From an optimization exercise on the open Yosys and OpenROAD flow, aimed at small area; shortcuts taken in it are not production practice.
Only simulation tests tie the RTL to the original design; equivalence was not proved.
Power figures rest on the tool's default switching activity, not on a simulated workload. No driver is modelled on the clock port, so clocking that relies on it looks cheaper here than on a real chip.

Setup of wip/xenon:
==> flow/design.v (excerpt) <==
module tasks2do (
   input             clk8,
   input             reset8,
   input             ce1,
   input      [3:0]  cmd_inst,
   input      [27:0] cmd_data,
   input             timeout_done,
   input             prog_busy,
   input             frame_busy,
   input             neo_busy,
   input             disp_sel_n,
   output reg        frame_start,
   output reg [25:0] frame_data,
   output reg        shared_done,
   output     [7:0]  neo_size,
   output     [1:0]  disp_addr,
   output            chng_disp
);
Size: ~1900 cells after synthesis, ~490 flip-flops, roughly 79 I/O pins, roughly 0.020 sq mm of cells after synthesis.
Settings: LEC_CHECK=0, CAP_MARGIN=10, CORE_MARGIN=2, CORE_UTILIZATION=70, SLEW_MARGIN=10; clock period 10.0 ns.
standard.sh (not shown) runs the stock make flow with config.mk's settings and CLKGATE_MAP_FILE= SYNTH_SCRIPT=/design/flow/synth_recipe.tcl, a recipe that flattens the netlist after the stock synthesis.
==> flow/flow/run.sh <==
#!/bin/bash
# Layout: the standard flow (standard.sh) with these changes:
#  - synthesis maps the logic with the ABC script flow/area.abc (area-only
#    standard-cell mapping, repeated) instead of ORFS's speed script, and
#    leaves adders to that mapping instead of ORFS's half/full-adder cell
#    map (ADDER_MAP_FILE empty); the rest of the synthesis script is
#    unchanged, and it gives the same registers, by name and cell type;
#  - the port buffers are buf_1 cells;
#  - the clock tree uses clkbuf_16 cells on clusters of up to 28 flip-flops,
#    without dummy loads.
# The whole output goes to standard.log here; ORFS keeps each step's log
# under orfs/logs.
set -euo pipefail
here=$(pwd)
# the synthesis script: synth_recipe.tcl with ABC's script replaced
{
   head -n 1 synth_recipe.tcl
   echo "proc abc {args} { set i [lsearch \$args -script]; lset args [expr {\$i+1}] $here/flow/area.abc; yosys abc {*}\$args }"
   tail -n +2 synth_recipe.tcl
} > area_synth.tcl
sed "s|$here/synth_recipe.tcl|$here/area_synth.tcl|g" standard.sh > area_standard.sh
grep -q area_synth.tcl area_standard.sh
export ADDER_MAP_FILE=
export BUFFER_PORTS_ARGS="-buffer_cell sky130_fd_sc_hd__buf_1"
export CTS_ARGS="-sink_clustering_enable -repair_clock_nets -sink_clustering_size 28 -sink_clustering_max_diameter 100 -buf_list sky130_fd_sc_hd__clkbuf_16 -dont_use_dummy_load"
bash area_standard.sh > standard.log 2>&1
==> flow/flow/area.abc <==
strash
dch
amap -m -F 2 -A 8
strash
dch
amap -m -F 2 -A 8
strash
dch
amap -m -F 2 -A 8
strash
dch
amap -m -F 2 -A 8
strash
dch
amap -m -F 2 -A 8
topo
The following lists how wip/fjord was set up differently from wip/xenon:
Settings: swapping 70 for 60 in CORE_UTILIZATION.
-- flow/flow/run.sh --
<<< wip/xenon, line 9
#  - the clock tree uses clkbuf_16 cells on clusters of up to 28 flip-flops,
>>> wip/fjord, line 9
#  - the clock tree uses clkbuf_16 cells on clusters of up to 32 flip-flops,
<<< wip/xenon, line 25
export CTS_ARGS="-sink_clustering_enable -repair_clock_nets -sink_clustering_size 28 -sink_clustering_max_diameter 100 -buf_list sky130_fd_sc_hd__clkbuf_16 -dont_use_dummy_load"
>>> wip/fjord, line 25
export CTS_ARGS="-sink_clustering_enable -repair_clock_nets -sink_clustering_size 32 -sink_clustering_max_diameter 100 -buf_list sky130_fd_sc_hd__clkbuf_16 -dont_use_dummy_load"
## What came out
Of the two values seen for cell at the slowest stage of the critical path, o21ai_1 was produced by wip/xenon and or2_0 by wip/fjord. Worst-case register-to-register setup slack up 60 ps in wip/fjord wrt wip/xenon. On total power: wip/fjord sits below wip/xenon. On ratio of cells with drive above 1 in the final layout: between wip/xenon and wip/fjord, it ends up higher for wip/fjord. Compared with wip/xenon, wip/fjord shows a global-route usage that is 5.1 points lower. wip/xenon → wip/fjord: power share of the clock group down 0.5 points, count of clock-buffer cells in the layout went down, met2 wire length moved down. Relative to wip/xenon, detailed placement HPWL has gone down in wip/fjord. From wip/xenon to wip/fjord the numbers moved as follows: leakage power summed over all cells picked up an extra about 0.7%; final worst setup slack picked up an extra 44 ps.
#### Input delta (wip/violet over wip/fjord)
Settings: swapping 60 for 70 in CORE_UTILIZATION; putting GPL_TIMING_DRIVEN at 0 where nothing was set.
### Flow results
- met4 as the uppermost metal layer occupied by signal nets was reported by wip/violet, and met5 by wip/fjord.
- Going from wip/fjord to wip/violet, the starting density of the core was found to have gone up by 10 points.
- Changes observed in wip/violet relative to wip/fjord: slew at the pin closest to its max-slew limit rose 62 ps; design internal power ~0 delta; vias after detailed routing went up; maximum clock skew at final layout moved up; register-to-register slack went down by 190 ps.
> inputs changed (wip/violet -> wip/yarrow)
Settings: swapping 10 for 20 in CAP_MARGIN; swapping 10 for 20 in SLEW_MARGIN; clearing GPL_TIMING_DRIVEN, which used to be 0.
-- flow/flow/run.sh --
<<< wip/violet, line 9
#  - the clock tree uses clkbuf_16 cells on clusters of up to 32 flip-flops,
>>> wip/yarrow, line 9
#  - the clock tree uses clkbuf_16 cells on clusters of up to 28 flip-flops,
## What came out
- Run comparison: wip/yarrow category of the most critical setup path in2reg; wip/violet category of the most critical setup path reg2reg
- wip/yarrow against wip/violet: hold slack shows an increase of 51 ps, standard cell area after detailed placement -about 2%, post-route minimum period up 81 ps, sum of net half-perimeters after detailed placement moved up.

========
lane 1:
Starting RTL as in the previous note.
export LEC_CHECK = 0
export CAP_MARGIN = 10
export CORE_MARGIN = 2
export CORE_UTILIZATION = 70
export SLEW_MARGIN = 10
create_clock -name core_clock -period 10.0 [get_ports {clk8}]
==> flow/flow/run.sh <==
#!/bin/bash
# Layout: the standard flow (standard.sh) with these changes:
#  - synthesis maps the logic with the ABC script flow/area.abc (area-only
#    standard-cell mapping, repeated) instead of ORFS's speed script, and
#    leaves adders to that mapping instead of ORFS's half/full-adder cell
#    map (ADDER_MAP_FILE empty); the rest of the synthesis script is
#    unchanged, and it gives the same registers, by name and cell type;
#  - the port buffers are buf_1 cells;
#  - the clock tree uses clkbuf_16 cells on clusters of up to 32 flip-flops,
#    without dummy loads.
# The whole output goes to standard.log here; ORFS keeps each step's log
# under orfs/logs.
set -euo pipefail
here=$(pwd)
# the synthesis script: synth_recipe.tcl with ABC's script replaced
{
   head -n 1 synth_recipe.tcl
   echo "proc abc {args} { set i [lsearch \$args -script]; lset args [expr {\$i+1}] $here/flow/area.abc; yosys abc {*}\$args }"
   tail -n +2 synth_recipe.tcl
} > area_synth.tcl
sed "s|$here/synth_recipe.tcl|$here/area_synth.tcl|g" standard.sh > area_standard.sh
grep -q area_synth.tcl area_standard.sh
export ADDER_MAP_FILE=
export BUFFER_PORTS_ARGS="-buffer_cell sky130_fd_sc_hd__buf_1"
export CTS_ARGS="-sink_clustering_enable -repair_clock_nets -sink_clustering_size 32 -sink_clustering_max_diameter 100 -buf_list sky130_fd_sc_hd__clkbuf_16 -dont_use_dummy_load"
bash area_standard.sh > standard.log 2>&1
Scripts as last shown in full above: flow/flow/area.abc
Both conditions hold for lane 1: the flow ran to the end and the final layout passed the timing, design-rule and antenna checks.
## Diff of input files: lane 2 against lane 1
# lane 1
export LEC_CHECK = 0
export CAP_MARGIN = 10
export CORE_MARGIN = 2
export CORE_UTILIZATION = 70
export SLEW_MARGIN = 10
create_clock -name core_clock -period 10.0 [get_ports {clk8}]
# lane 2
export LEC_CHECK = 0
export CAP_MARGIN = 10
export CORE_MARGIN = 2
export CORE_UTILIZATION = 78
export SLEW_MARGIN = 10
create_clock -name core_clock -period 10.0 [get_ports {clk8}]
[summary]
- Against lane 1, net load switching power in lane 2 came out worse.
- When lane 2 is measured against lane 1, its critical path depth turns out 2 higher.
- In the metrics for lane 1 and lane 2, the one carrying the lower die area is lane 2.
- Tap cell count (higher): lane 1

## afterwards: timing with drivers on the ports
How much do the figures lean on ideal ports? The routed layouts below were timed once more, with nothing changed but the port constraints.
Step 1 (the two cells are an assumption about what drives the block):
set clk [get_ports {clk8}]
set_driving_cell -lib_cell sky130_fd_sc_hd__clkbuf_16 $clk
set_driving_cell -lib_cell sky130_fd_sc_hd__buf_2 [delete_from_list [all_inputs] $clk]
Step 2 adds t to the input delays and takes it off the output delays; t is the mean of the earliest and latest rising clock arrival at the registers after step 1. Input paths then give back, and output paths get back, about the clock's delay inside the block.
Slacks: ideal / step 1 / step 2; pairs: ideal / step 1.
run | t, ns | slack for setup (ns) | slew at the worst register clock pin (ns) | worst slew at a driven data input, ns
wip/xenon | 0.576 | 5.815 / 5.808 / 5.232 | 0.11 / 0.11 | 0.07
wip/fjord | 0.572 | 5.859 / 5.887 / 5.316 | 0.12 / 0.12 | 0.07
wip/violet | 0.563 | 5.963 / 5.963 / 5.700 | 0.12 / 0.12 | 0.07
wip/yarrow | 0.559 | 5.882 / 5.875 / 5.315 | 0.12 / 0.12 | 0.07
lane 1 | 0.562 | 5.882 / 5.878 / 5.316 | 0.12 / 0.12 | 0.06
lane 2 | 0.565 | 5.893 / 5.892 / 5.327 | 0.12 / 0.12 | 0.07
After both steps every run listed still meets setup and hold. The setup slack of wip/xenon, which loses most, moves by -0.007 ns with the drivers and by -0.583 ns with both steps.
